From an optimization exercise on the open Yosys and OpenROAD flow, aimed at small area; shortcuts taken in it are not production practice.
Where RTL was checked, it was by simulation tests only, not by an equivalence proof against the original.
Power and IR drop assume default switching activity.

Design TX, start of the top module:
module TX(input clk, input rst, input in, input run, input [3:0]rate, input tx_request, output [51:0]out, output valid, output ready, output [1:0]cr, output [1:0]mod);
Size: roughly 710 cells after synthesis, ~310 flip-flops, roughly 12000 um^2 of cells after synthesis.
export LEC_CHECK = 0
export CAP_MARGIN = 20
export CORE_MARGIN = 2
export CORE_UTILIZATION = 70
export CTS_BUF_LIST = sky130_fd_sc_hd__clkbuf_8
export CTS_CLUSTER_DIAMETER = 60
export CTS_CLUSTER_SIZE = 20
export PLACE_DENSITY = 0.8
export SLEW_MARGIN = 20
create_clock -name core_clock -period 8.0 [get_ports {clk}]
run.sh (not shown) runs the stock make flow with config.mk's settings and CLKGATE_MAP_FILE= SYNTH_SCRIPT=/design/flow/synth_recipe.tcl, a recipe that flattens the netlist after the stock synthesis.
The starting point went through all stages and came out clean.
Change:
CORE_UTILIZATION = 40   (was 70)
CTS_BUF_LIST = sky130_fd_sc_hd__clkbuf_4   (was sky130_fd_sc_hd__clkbuf_8)
CTS_CLUSTER_DIAMETER = unset   (was 60)
CTS_CLUSTER_SIZE = unset   (was 20)
PLACE_DENSITY = unset   (was 0.8)
Outcome: Worst hold slack degrades by 0.033 ns; wire length climbs by 7.7%; final cell count increases by about 26%; setup slack stays flat; maximum frequency hardly moves; flip-flop and latch count does not change; core utilization came out lower by 31 points; area after synthesis stays the same; register-to-register slack is better by 0.79 ns; power goes up by about 14%.
Change:
CORE_UTILIZATION = 70   (was 40)
CTS_BUF_LIST = sky130_fd_sc_hd__clkbuf_8   (was sky130_fd_sc_hd__clkbuf_4)
PLACE_DENSITY = 0.8   (was unset)
=> The changed run finished clean. Combinational power hardly moves. Worst setup slack improved by 0.040 ns. Cell area came out lower by about 3%. Power is lower by 3.8%. Utilization grows by 33 points. Sequential share of layout area grows by 2.0 points. Worst hold slack improved by 0.023 ns. Sequential cell count stays the same.
Change:
CORE_UTILIZATION = 40   (was 70)
CTS_BUF_LIST = unset   (was sky130_fd_sc_hd__clkbuf_8)
PLACE_DENSITY = unset   (was 0.8)
The new run completed with no timing, DRC or antenna violations.
Cell count came out higher by roughly a tenth.
Clock-buffer cell count is lower by 16.
Worst setup slack gets better by 0.020 ns.
Area after synthesis stays the same.
Change:
CORE_UTILIZATION = 70   (was 40)
CTS_BUF_LIST = sky130_fd_sc_hd__clkbuf_16   (was unset)
CTS_CLUSTER_DIAMETER = 80   (was unset)
CTS_CLUSTER_SIZE = 30   (was unset)
PLACE_DENSITY = 0.8   (was unset)
Design area shrinks by 5.8%; first-iteration DRC count came out higher by 15%; worst setup slack is better by 0.0063 ns; routed wire length falls by 0.81%; worst hold slack improves by 0.0075 ns; register-to-register slack is worse by 0.80 ns.
Function was not checked in any run of this note: the RTL went through the layout flow alone.


== job 105 ==
Another version of the RTL of TX (not shown whole).
Size in the first run: ~310 flip-flops, ~67 I/O pins, ~11,000 um2 of cells after synthesis.
Settings: LEC_CHECK=0, CAP_MARGIN=20, CORE_MARGIN=2, CORE_UTILIZATION=70, PLACE_DENSITY=0.8, SLEW_MARGIN=20; clock period 8.0 ns.
standard.sh (not shown) runs the stock make flow with config.mk's settings and CLKGATE_MAP_FILE= SYNTH_SCRIPT=/design/flow/synth_recipe.tcl, a recipe that flattens the netlist after the stock synthesis.
==> flow/flow/run.sh <==
#!/bin/bash
# Standard ORFS layout with smaller port buffers and a leaner clock tree.
set -euo pipefail
export BUFFER_PORTS_ARGS="-buffer_cell sky130_fd_sc_hd__buf_1"
export CTS_ARGS="-sink_clustering_enable -repair_clock_nets -dont_use_dummy_load -buf_list sky130_fd_sc_hd__clkbuf_8 -sink_clustering_size 20 -sink_clustering_max_diameter 60"
export RECOVER_POWER=100
bash standard.sh > standard.log 2>&1
STATUS run=job 105 STAGES=ALL_DONE FINAL_CHECKS=FAILED CAUSE=max-capacitance violations, max-slew violations
Changes in job 101 relative to job 105:
==> flow/flow/run.sh <==
#!/bin/bash
# ORFS layout as in standard.sh, with three changes:
#  - synthesis maps logic with an area-recovering ABC script (flow/abc_area.script)
#    instead of ORFS's speed script; registers are mapped exactly as before
#  - port buffers use buf_1
#  - the clock tree uses clkbuf_8 with clusters of 20 sinks and no dummy loads
set -euo pipefail
W=$(pwd)
F=$W/flow
# synthesis script: ORFS synth.tcl with the ABC script replaced
python3 - "$FLOW_HOME/scripts/synth.tcl" "$W/synth_area.tcl" "$F/abc_area.script" <<'PY'
import sys
src, dst, script = sys.argv[1:]
s = open(src).read()
a = "  log_cmd abc {*}$abc_args\n"
assert s.count(a) == 1
s = s.replace(a, "  set abc_args [lreplace $abc_args 1 1 %s]\n%s" % (script, a))
open(dst, "w").write(s)
PY
sed "s#source \$::env(SCRIPTS_DIR)/synth.tcl#source $W/synth_area.tcl#" synth_recipe.tcl > synth_top.tcl
grep -q "synth_area.tcl" synth_top.tcl
sed "s#SYNTH_SCRIPT=[^ ]*#SYNTH_SCRIPT=$W/synth_top.tcl#" standard.sh > flow_run.sh
grep -q "synth_top.tcl" flow_run.sh
export BUFFER_PORTS_ARGS="-buffer_cell sky130_fd_sc_hd__buf_1"
export CTS_ARGS="-sink_clustering_enable -repair_clock_nets -dont_use_dummy_load -buf_list sky130_fd_sc_hd__clkbuf_8 -sink_clustering_size 20 -sink_clustering_max_diameter 40"
bash flow_run.sh > flow_run.log 2>&1
==> flow/flow/abc_area.script (new file) <==
&get -n
&st
&syn2
&dch
&nf -R 1000 -p -F 16 -C 32 -E 100
&put
Findings:
Clock period minus worst slack, job 105 and job 101: larger value in job 105. Of job 101 and job 105, it is job 101 that has the higher switching share of power. Every stage of the flow completed for job 101, and the final layout passed the timing, DRC and antenna checks. Nothing crashed in job 105 and all stages finished; the problem is that the final layout failed, the offending checks being max-capacitance violations, max-slew violations. Job 101 ended up with dfstp_2 as its critical-path cell with the highest stage delay; job 105 ended up with clkbuf_1. Job 101 against job 105: area after synthesis went down, net count reported at finish rose by about 2.3%, cell count along the critical path increased by 1 relative to the old numbers, total global routing track utilization now larger, worst vdd rail ir drop now larger. Job 101 vs. job 105: wire length of the first global-routing pass went up by about 4%; final area was more or less identical; clock-pin transition on the worst setup and hold timing paths went down by 0.03 ns. Job 101 — power 32% higher, job 105 as reference.


maple:
Starting RTL as in the previous note.
Design TX, start of the top module:
module TX(input clk, input rst, input in, input run, input [3:0]rate, input tx_request, output [51:0]out, output valid, output ready, output [1:0]cr, output [1:0]mod);
reg m1, m0, c1;
assign mod = {m1, m0};
assign cr = {c1, ~c1 & m1 & m0};
wire m3 = m1 & m0;
wire m2 = m1 & ~m0;
wire nz = m1 | m0;
wire cr_half = ~c1 & ~cr[0];
always @(posedge clk, negedge rst) begin
	if(~rst) begin
		m1 <= 1'b1; m0 <= 1'b1; c1 <= 1'b1;
	end
	else if(tx_request) begin
		m1 <= ~(rate[2] & rate[0]);
		m0 <= ~(rate[3] & rate[0]);
		c1 <= rate[1] | ~rate[0];
	end
end
reg st;               
reg [6:0] scn;        
reg [6:0] d;          
reg [1:0] q;          
reg en, enb;          
wire vr = run & st;
wire fb = scn[6] ^ scn[3];
wire en_n = vr & (cr_half | q != 2'd1);
assign ready = st;
always @(posedge clk, negedge rst) begin
	if(~rst) begin
		st <= 1'b0;
		scn <= 7'h00;
		d <= 7'd0;
		q <= 2'd0;
		en <= 1'b0;
	end
	else begin
		st <= 1'b1;
		en <= en_n;
		if(vr) begin
			scn <= {scn[5:0], ~fb};
			d <= {d[5:0], in ^ fb};
			q <= (q == 2'd3 || (q == 2'd2 && c1)) ? 2'd0 : q + 2'd1;
		end
  ...
==> flow/config.mk <==
export PLATFORM = sky130hd
export DESIGN_NAME = TX
export DESIGN_NICKNAME = TX
export VERILOG_FILES = /design/flow/design.v
export SDC_FILE = /design/flow/constraint.sdc
export NUM_CORES = 8
export LEC_CHECK = 0
export CAP_MARGIN = 20
export CORE_MARGIN = 2
export CORE_UTILIZATION = 80
export PLACE_DENSITY = 0.9
export SLEW_MARGIN = 20
==> flow/constraint.sdc <==
create_clock -name core_clock -period 8.0 [get_ports {clk}]
set_input_delay 1.6000 -clock core_clock [delete_from_list [all_inputs] [get_ports {clk}]]
set_output_delay 1.6000 -clock core_clock [all_outputs]
set_load 0.01 [all_outputs]
==> flow/flow/run.sh <==
#!/bin/bash
# Standard ORFS layout with smaller port buffers and a leaner clock tree.
set -euo pipefail
export BUFFER_PORTS_ARGS="-buffer_cell sky130_fd_sc_hd__buf_1"
export CTS_ARGS="-sink_clustering_enable -repair_clock_nets -dont_use_dummy_load -buf_list sky130_fd_sc_hd__clkbuf_8 -sink_clustering_size 20 -sink_clustering_max_diameter 60"
bash standard.sh > standard.log 2>&1
Inputs modified between maple and yarrow:
# maple
export LEC_CHECK = 0
export CAP_MARGIN = 20
export CORE_MARGIN = 2
export CORE_UTILIZATION = 80
export PLACE_DENSITY = 0.9
export SLEW_MARGIN = 20
create_clock -name core_clock -period 8.0 [get_ports {clk}]
# yarrow
export LEC_CHECK = 0
export CAP_MARGIN = 20
export CORE_MARGIN = 2
export CORE_UTILIZATION = 70
export PLACE_DENSITY = 0.8
export SLEW_MARGIN = 20
create_clock -name core_clock -period 8.0 [get_ports {clk}]
==> flow/flow/run.sh <==
#!/bin/bash
# ORFS layout as in standard.sh, with three changes:
#  - synthesis maps logic with an area-recovering ABC script (flow/abc_area.script)
#    instead of ORFS's speed script; registers are mapped exactly as before
#  - port buffers use buf_1
#  - the clock tree uses clkbuf_8 with clusters of 20 sinks and no dummy loads
set -euo pipefail
W=$(pwd)
F=$W/flow
# synthesis script: ORFS synth.tcl with the ABC script replaced
python3 - "$FLOW_HOME/scripts/synth.tcl" "$W/synth_area.tcl" "$F/abc_area.script" <<'PY'
import sys
src, dst, script = sys.argv[1:]
s = open(src).read()
a = "  log_cmd abc {*}$abc_args\n"
assert s.count(a) == 1
s = s.replace(a, "  set abc_args [lreplace $abc_args 1 1 %s]\n%s" % (script, a))
open(dst, "w").write(s)
PY
sed "s#source \$::env(SCRIPTS_DIR)/synth.tcl#source $W/synth_area.tcl#" synth_recipe.tcl > synth_top.tcl
grep -q "synth_area.tcl" synth_top.tcl
sed "s#SYNTH_SCRIPT=[^ ]*#SYNTH_SCRIPT=$W/synth_top.tcl#" standard.sh > flow_run.sh
grep -q "synth_top.tcl" flow_run.sh
export BUFFER_PORTS_ARGS="-buffer_cell sky130_fd_sc_hd__buf_1"
export CTS_ARGS="-sink_clustering_enable -repair_clock_nets -dont_use_dummy_load -buf_list {sky130_fd_sc_hd__clkbuf_4 sky130_fd_sc_hd__clkbuf_8} -sink_clustering_size 18 -sink_clustering_max_diameter 60"
bash flow_run.sh > flow_run.log 2>&1
==> flow/flow/abc_area.script (new file) <==
&get -n
&st
&syn2
&dch
&nf -R 1000 -p -F 16 -C 32 -E 100
&put
Results
In the flow results for maple and yarrow, the final-stage net count is larger on yarrow. For the final non-filler cell total, yarrow came in 17 higher than maple did. Looking at final-layout clock buffer total across maple and yarrow, the one that comes out higher is yarrow. Maximum frequency from static timing analysis: maple and yarrow compared, higher one is maple. Compared with maple, yarrow shows mux share of post-synthesis cell area lower by 1.9 points. In the flow results for maple and yarrow, the worst hold slack is smaller on yarrow. Mean instance size in the synthesized netlist of yarrow exceeds that of maple by a few percent.
Relative to yarrow, the following input files were edited for nickel:
# yarrow
export LEC_CHECK = 0
export CAP_MARGIN = 20
export CORE_MARGIN = 2
export CORE_UTILIZATION = 70
export PLACE_DENSITY = 0.8
export SLEW_MARGIN = 20
create_clock -name core_clock -period 8.0 [get_ports {clk}]
# nickel
export LEC_CHECK = 0
export CAP_MARGIN = 0
export CORE_MARGIN = 2
export CORE_UTILIZATION = 70
export PLACE_DENSITY = 0.8
export SLEW_MARGIN = 0
create_clock -name core_clock -period 8.0 [get_ports {clk}]
==> flow/flow/run.sh <==
#!/bin/bash
# Standard ORFS layout with smaller port buffers and a leaner clock tree.
set -euo pipefail
export BUFFER_PORTS_ARGS="-buffer_cell sky130_fd_sc_hd__buf_1"
export CTS_ARGS="-sink_clustering_enable -repair_clock_nets -dont_use_dummy_load -buf_list sky130_fd_sc_hd__clkbuf_8 -sink_clustering_size 20 -sink_clustering_max_diameter 60"

bash standard.sh > standard.log 2>&1
removed: flow/flow/abc_area.script
[summary]
- When nickel is set beside yarrow, its detailed router's first-iteration violation count turns out to be 7.8% smaller.
- nickel: peak supply drop 0.000037 V below yarrow
- nickel ended with more total standard cell area after synthesis than yarrow.
- [nickel vs yarrow] share of total power in combinational logic: lower in nickel

[port drivers added, routing unchanged]
No port has a modelled driver above. Below, the same layouts with a new extraction and two added sets of constraints. Step 1 (the two cells are an assumption about what drives the block):
set clk [get_ports {clk}]
set_driving_cell -lib_cell sky130_fd_sc_hd__clkbuf_16 $clk
set_driving_cell -lib_cell sky130_fd_sc_hd__buf_2 [delete_from_list [all_inputs] $clk]
Step 2 adds t to the input delays and takes it off the output delays; t is the mean of the earliest and latest rising clock arrival at the registers after step 1. Input paths then give back, and output paths get back, about the clock's delay inside the block. a / b / c = ideal / step 1 / step 2; a / b = the first two.
run	t, ns	setup WS [ns]	worst register clock-pin slew, ns
the first run of note 1	0.575	1.852 / 1.813 / 2.388	0.12 / 0.12
the second run of note 1	0.685	1.850 / 1.812 / 2.497	0.08 / 0.08
the third run of note 1	0.584	1.891 / 1.849 / 2.433	0.07 / 0.07
the fourth run of note 1	0.585	1.911 / 1.865 / 2.450	0.07 / 0.07
the fifth run of note 1	0.538	1.917 / 1.873 / 2.411	0.12 / 0.12
job 105	0.555	2.164 / 2.126 / 2.438	0.12 / 0.12
job 101	0.557	2.442 / 2.404 / 2.961	0.08 / 0.08
maple	0.567	2.553 / 2.511 / 3.078	0.12 / 0.12
yarrow	0.565	2.449 / 2.411 / 2.976	0.11 / 0.11
nickel	0.556	2.836 / 2.797 / 3.353	0.12 / 0.12
